Source: an optimization exercise on an open RTL-to-GDS flow (aim: small area, a short achievable clock period and few clock cycles). Production flows keep margins and buffers that such runs may drop.
RTL that was checked went through simulation tests only; none was proved equivalent to the original.
The RTL of run 1 was laid out without a check of its function.

## flow/design.v (module list and top-level ports; edited modules follow where they fit)
// module brv32p_muldiv: 1434 lines
// module pfx_add: 41 lines
// module sk_add: 31 lines
module brv32p_muldiv (
  input  logic        clk,
  input  logic        rst_n,
  input  logic        start,
  input  logic        hold,        
  input  logic [2:0]  op,          
  input  logic [31:0] a,           
  input  logic [31:0] b,           
  output logic [31:0] result,
  output logic        busy,
  output logic        valid        
);
  // ...
==> flow/flow/run.sh <==
#!/bin/bash
# Own flow: the standard layout, except that the synthesis maps the logic
# with an area-oriented ABC script (flow/abc_area.script) in place of ORFS's
# speed script. Everything else, registers included, is the standard synthesis:
# the same synth_recipe.tcl and ORFS synth.tcl, with only the abc call's script
# swapped. Timing is then repaired by the standard placement and CTS steps.
# Port buffers are buf_2 cells instead of ORFS's default pick.
set -euo pipefail
W=$(pwd)
FLOWDIR=$(cd "$(dirname "${BASH_SOURCE[0]}")" && pwd)

# ORFS synth.tcl with the abc script replaced
sed "s#log_cmd abc {\*}\$abc_args#log_cmd abc {*}[lreplace \$abc_args 0 1 -script $FLOWDIR/abc_area.script]#" \
  "$FLOW_HOME/scripts/synth.tcl" > "$W/own_synth_body.tcl"
grep -q "abc_area.script" "$W/own_synth_body.tcl"
sed "s#source \$::env(SCRIPTS_DIR)/synth.tcl#source $W/own_synth_body.tcl#" \
  "$W/synth_recipe.tcl" > "$W/own_synth.tcl"
grep -q "own_synth_body.tcl" "$W/own_synth.tcl"

# standard.sh with the synthesis script swapped, for the synthesis step only
sed "s#SYNTH_SCRIPT=[^ ]*#SYNTH_SCRIPT=$W/own_synth.tcl#" "$W/standard.sh" > "$W/own_standard.sh"
grep -q "own_synth.tcl" "$W/own_standard.sh"
# standard.sh whose port buffers are buf_2 cells (ORFS's default pick is a
# delay cell); every port still gets its buffer
sed "s#CLKGATE_MAP_FILE= #CLKGATE_MAP_FILE= BUFFER_PORTS_ARGS=-buffer_cell\\\\ sky130_fd_sc_hd__buf_2 #" "$W/standard.sh" > "$W/own_finish.sh"
grep -q "BUFFER_PORTS_ARGS" "$W/own_finish.sh"

bash "$W/own_standard.sh" synth > "$W/synth_make.log" 2>&1
bash "$W/own_finish.sh" finish > "$W/finish_make.log" 2>&1
test -f "$W/out/final.def"
==> flow/flow/abc_area.script <==
&get -n
&st
&dch
&nf -D 11000
&put
topo
stime -c
==> flow/standard.sh <==
#!/bin/bash
# synth_recipe.tcl (not shown) runs the flow's synth.tcl, then flattens the netlist and writes it again
# the make line also repeats each setting of config.mk as NAME=value (left out here)
make -C /OpenROAD-flow-scripts/flow DESIGN_CONFIG=/design/flow/config.mk WORK_HOME=/design/flow/orfs CLKGATE_MAP_FILE= SYNTH_SCRIPT=/design/flow/synth_recipe.tcl "${@:-finish}"
==> flow/config.mk <==
export PLATFORM = sky130hd
export DESIGN_NAME = brv32p_muldiv
export DESIGN_NICKNAME = brv32p_muldiv
export VERILOG_FILES = /design/flow/design.v
export SDC_FILE = /design/flow/constraint.sdc
export NUM_CORES = 8
export LEC_CHECK = 0
export CAP_MARGIN = 20
export CORE_MARGIN = 2
export CORE_UTILIZATION = 55
export PLACE_DENSITY = 0.7
export SETUP_SLACK_MARGIN = 2
export SLEW_MARGIN = 20
==> flow/constraint.sdc <==
create_clock -name core_clock -period 16.0 [get_ports {clk}]
set_input_delay 3.2000 -clock core_clock [delete_from_list [all_inputs] [get_ports {clk}]]
set_output_delay 3.2000 -clock core_clock [all_outputs]
set_load 0.01 [all_outputs]
==> out/metrics.yaml, run 1 <==
outcome:
  status: "finished clean"
synth:
  yosysSeqAreaShare: 0.0743
  netlist_instances: 4405
  synth_edf_count: 76
  yosys.cell_types.count: 66
clocking:
  postCtsHoldBufs: 0
  cts_buffers: 9
timing:
  finalCriticalPeriod_ps: 13920
  rsz0062_at_grt: "yes"
  whs_ps: 488
critical_path:
  crit_fanout: 13
  path_delay_family: "adder cells"
  rrSetupSlack_ps: 3150
  end_kind: "output port"
  crit_buf_inv: 8
  required_ps: 12800
run:
  drv_cap: 0
finish:
  final_cell_mix: "xnor2_1, fa_1, a22oi_1"
  design_area_mm2: 0.0430
  signal_buffer_area_fraction: 0.0432
  largestClassByArea: "multi-input gates"
global_routing:
  use_met2: 0.649
place:
  place_inst: 5596
  dp_slack_ps: 1350
==> inputs of run 2 (changes only) <==
--- a/flow/design.v
+++ b/flow/design.v
@@ -1282,17 +1282,17 @@
   assign {c1046, s1045} = c922 + s923 + pp16_27;
   assign {c1048, s1047} = c924 + s925 + 1'b1;
   assign {c1050, s1049} = c926 + s927 + pp16_29;
   assign {c1052, s1051} = c928 + s929 + 1'b1;
   assign {c1054, s1053} = c930 + pp15_33 + pp16_31;
   assign sum_a = {c1052, c1050, c1048, c1046, c1044, c1042, c1040, c1038, c1036, c1034, c1032, c1030, c1028, c1026, c1024, c1022, c1020, c1018, c1016, c1014, c1012, c1010, c1008, c1006, c1004, c1002, c1000, c998, c996, c994, c992, c990, c988, c986, c984, c982, c980, c978, c976, c974, c972, c970, c968, c966, c964, c962, c960, c958, c956, c954, c952, c950, c948, c946, c944, c942, c940, c938, c936, c934, c932, s931, pp0_1, pp0_0};
   assign sum_b = {s1053, s1051, s1049, s1047, s1045, s1043, s1041, s1039, s1037, s1035, s1033, s1031, s1029, s1027, s1025, s1023, s1021, s1019, s1017, s1015, s1013, s1011, s1009, s1007, s1005, s1003, s1001, s999, s997, s995, s993, s991, s989, s987, s985, s983, s981, s979, s977, s975, s973, s971, s969, s967, s965, s963, s961, s959, s957, s955, s953, s951, s949, s947, s945, s943, s941, s939, s937, s935, s933, bneg[1], 1'b0, bneg[0]};
   logic prod_co;
-  sk_add #(.W(64)) u_prod_add (.a(sum_a), .b(sum_b), .cin(1'b0), .s(prod), .cout(prod_co));
+  pfx_add #(.W(64)) u_prod_add (.a(sum_a), .b(sum_b), .cin(1'b0), .s(prod), .cout(prod_co));
   logic        div_signed;
   logic        a_neg, b_neg, d_cin;
   logic [31:0] abs_a, b_nx, b_mag;
   assign div_signed = ~op[0];                  
   assign a_neg = div_signed & a[31];
   assign b_neg = div_signed & b[31];
   assign d_cin = ~b_neg;
   assign abs_a = a_neg ? (~a + 32'd1) : a;
@@ -1468,39 +1468,8 @@
       p = pn;
     end
     for (int i = 2; i <= W; i += 2)
       g[i] = g[i] | (p[i] & g[i-1]);
     s = s ^ g[W-1:0];
     cout = g[W];
   end
 endmodule
-module sk_add #(parameter int W = 64) (
-  input  logic [W-1:0] a,
-  input  logic [W-1:0] b,
-  input  logic         cin,
-  output logic [W-1:0] s,
-  output logic         cout
-);
-  always_comb begin
-    logic [W:0] g, p, gn, pn;                 
-    g[0] = cin;
-    p[0] = 1'b0;
-    for (int i = 0; i < W; i++) begin
-      g[i+1] = a[i] & b[i];
-      p[i+1] = a[i] ^ b[i];
-    end
-    s = p[W:1];
-    for (int d = 1; d <= W; d *= 2) begin
-      gn = g;
-      pn = p;
-      for (int i = 0; i <= W; i++)
-        if ((i / d) % 2 == 1) begin
-          gn[i] = g[i] | (p[i] & g[(i / d) * d - 1]);
-          pn[i] = p[i] & p[(i / d) * d - 1];
-        end
-      g = gn;
-      p = pn;
-    end
-    s = s ^ g[W-1:0];
-    cout = g[W];
-  end
-endmodule
==> run 2 against run 1 <==
Compared with the run above: routed wire length up 1.7%; worst hold slack worse by 7.5 ps; cell count down 0.60%.
==> out/metrics.yaml, run 2 <==
global_routing:
  grt_usage: 0.442
  grt_pass1_vias: 39010
  grt_pass1_wl_mm: 245
  antenna_found_initial: 7
  overflow: 0
  grt_max_degree: 78
synth:
  yosysSeqAreaShare: 0.0743  # about the same
  ys_seq_elements: 107
  synth.avg_cell_area_um2: 8.97
  synthesis.area_mm2: 0.0391
  synth_most_common_cell: "xnor2_1"
  yosysTopAreaCellShare: 0.285
  synth.area.top_cells: "fa_1, xnor2_1, a22oi_1"
  synth_edf_count: 76  # unchanged
  async_reset_ff_frac: 0.00935
  yosys.cell_types.count: 59  # -11%
  synth_common_cells: "xnor2_1, fa_1, a22oi_1"
  yosysWarnings: 10
  synth_ff_type: "edfxtp_1"
  syn-num-nets: 5270
  synth_area_leader_cell: "fa_1"
  netlist_instances: 4362  # -0.98%
die:
  fp.dieArea_mm2: 0.0733
  die_x_um: 271
  die_h_um: 271
  io_pins: 105
  core-area_mm2: 0.0703
  start_util: 0.557
  row_count: 97
routing:
  drc: 0
  avgViaCountPerCell: 7.00
  vias: 39193
  drtIter0Drc: 5102
  routedWlPerCell_um: 29.5
  ant_nets: 0
  drtPass1Iterations: 13
  routed_wl_mm: 165
finish:
  top_regs: "dv_r: 36 flops, rem_r: 32 flops, quo_r: 30 flops"
  largest_register_ffs: 36
  areaGrowthSynthToFinish_pct: 10.6
  nNetsFinal: 5562
  fillers: 6214
  final_cell_mix: "xnor2_1, fa_1, a22oi_1"
  design_area_mm2: 0.0433  # +0.55%
  drive_above_1_share: 0.0824
  final_common_cell: "xnor2_1"
  multiInputGateArea_mm2: 0.0352
  top_register: "dv_r"
  seq_area_mm2: 0.00291
critical_path:
  crit_arrival_ps: 10680
  crit_type: "in2out"
  required_ps: 12800  # about the same
  cp-start-kind: "input pin"
  end_kind: "output port"
  rrSetupSlack_ps: 2700  # -450 ps
  crit_fanout: 24  # +11
  crit_path_frequent_cell: "fa_1"
  max_stage_delay_ps: 580
  crit_slowest_cell: "fa_1"
outcome:
  status: "finished clean"
clocking:
  cts_tree: "yes"
  cts_sinks: 107
  clkSlewWorstSetupHoldPaths_ps: 80
  clock_latency_ps: 390
  postCtsHoldBufs: 0  # unchanged
  cts_buffers: 9  # unchanged
  cts_root_buffer: "clkbuf_16"
  cts_max_level: 3
  cts_buffer_depth: 2
timing:
  whs_ps: 481  # -7.46 ps
  fmax_mhz: 72.1
  relSlewSlack: 0.252
  finalSetupTns_ps: 0
  slew_viol_final: 0
  skew_ps: 12.0
  max_slew.worst_pin.slew_ps: 1110
  finalCritPeriodShare: 0.867
  rsz0062_at_grt: "yes"
  setup_viol: 0
  hold_viol_final: 0
  finalCriticalPeriod_ps: 13880  # -49.0 ps
place:
  io_buffers: 104
  hpwl_mm: 123
  gp_congestion: 1.03
  dpl_cell_area_mm2: 0.0421
run:
  drv_cap: 0  # unchanged
worst_hold_path:
  hold_class: "reg2reg"
==> run 2: changes by cell type after synthesis, sizes merged, moves of 17 or more <==
cell    previous run  this run
a211oi            38         9
a21oi            310       260
a31oi             36        53
fa               530       556
nand2            273       335
nor2             242       217
o211ai            50        75
o31ai             38        16
xnor2            568       598
xor2             223       169
==> run 2: per-layer routing <==
| metal | GRT usage | up-vias | wire (um) |
|---|---|---|---|
| li1 | - | 16357 | - |
| met1 | 0.531 | 18944 | 57900 |
| met2 | 0.680 | 3004 | 71100 |
| met3 | 0.120 | 882 | 20700 |
| met4 | 0.327 | 6 | 15800 |
| met5 | 0 | - | 32 |
==> run 2: area by class of cell <==
cell class,instances,area share
clock inverters,7,0.00197
well taps,940,0.0272
clock buffers,9,0.00521
diodes,3,0.000174
inverters,416,0.0365
repair buffers,277,0.0482
multi-input cells,3843,0.814
flip-flops and latches,107,0.0672
==> run 2: timing repair <==
action / in CTS / in global routing
endpoints found under the hold margin: 0 / 0
gates resized for setup: 37 / 86
gates cloned: 1 / 6
endpoints found under the setup margin: 25 / 58
setup buffers: 13 / 21
pin swaps: 3 / 19
==> run 2: through the flow <==
stage                     utilization  setup slack (ps)  std cells
after floorplan                     -              2120       4362
after global placement          0.599              1560       5542
after detailed placement        0.599              1380       5542
after CTS                       0.607              2000       5572
after global routing            0.615              1980       5600
final                           0.616              2120       5602
==> run 2: final timing paths <==
kind                                    to      start  depth (start not counted)
worst max-delay path            result[27]      b[19]                         26
worst min-delay path             quo_r[27]  quo_r[27]                          1
worst max register to register   rem_r[30]    dv_r[6]                         51
worst min register to register   quo_r[27]  quo_r[27]                          1
max in group asynchronous       div_active      rst_n                          1
min in group asynchronous       div_active      rst_n                          1
==> run 2: cells by family (layout without fill, tap and decap cells) <==
logic type      count (synthesis)  after routing  share of synthesized area
buf+inv                       416            709                     0.0399
xor+xnor                      767            767                      0.172
compound gates               1391           1391                      0.237
flops                         107            107                     0.0743
other cells                     1              4                  0.0000959
fa+ha+maj                     837            837                      0.374
mux                            37             37                     0.0101
simple gates                  806            810                     0.0920
==> run 2: worst max-delay path: cells and delay by family <==
kind / cells / cell delay, ps
XOR/XNOR: 1 / 180
AO/OA/AOI/OAI: 6 / 1120
buffers and inverters: 4 / 980
adder cells (fa/ha/maj): 9 / 4020
multiplexers: 2 / 410
AND/OR/NAND/NOR: 4 / 710
Testbench counts of run 2, summed over its fixed seeds: cycles 17,273.

-- afterwards: timing with drivers on the ports --
No port has a modelled driver above. Below, the same layouts with a new extraction and two added sets of constraints.
Step 1, drivers: a clkbuf_16 drives clk and a buf_2 each remaining input, both assumed.
Step 2, shift: input delay + t, output delay - t, t = (earliest + latest rising clock arrival at the registers) / 2. This alone moves slack from input paths to output paths.
Three values: ideal ports, drivers, drivers and shift; two values: the first two.
| run | t, ns | setup WS [ns] | worst setup path after step 2 |
|---|---|---|---|
| run 1 | 0.430 | 2.076 / 1.991 / 1.991 | input to output |
| run 2 | 0.433 | 2.125 / 2.074 / 2.074 | input to output |
After both steps setup and hold are still met in every run listed. The setup slack of run 1, which loses most, moves by -0.085 ns with the drivers and by -0.085 ns with both steps.
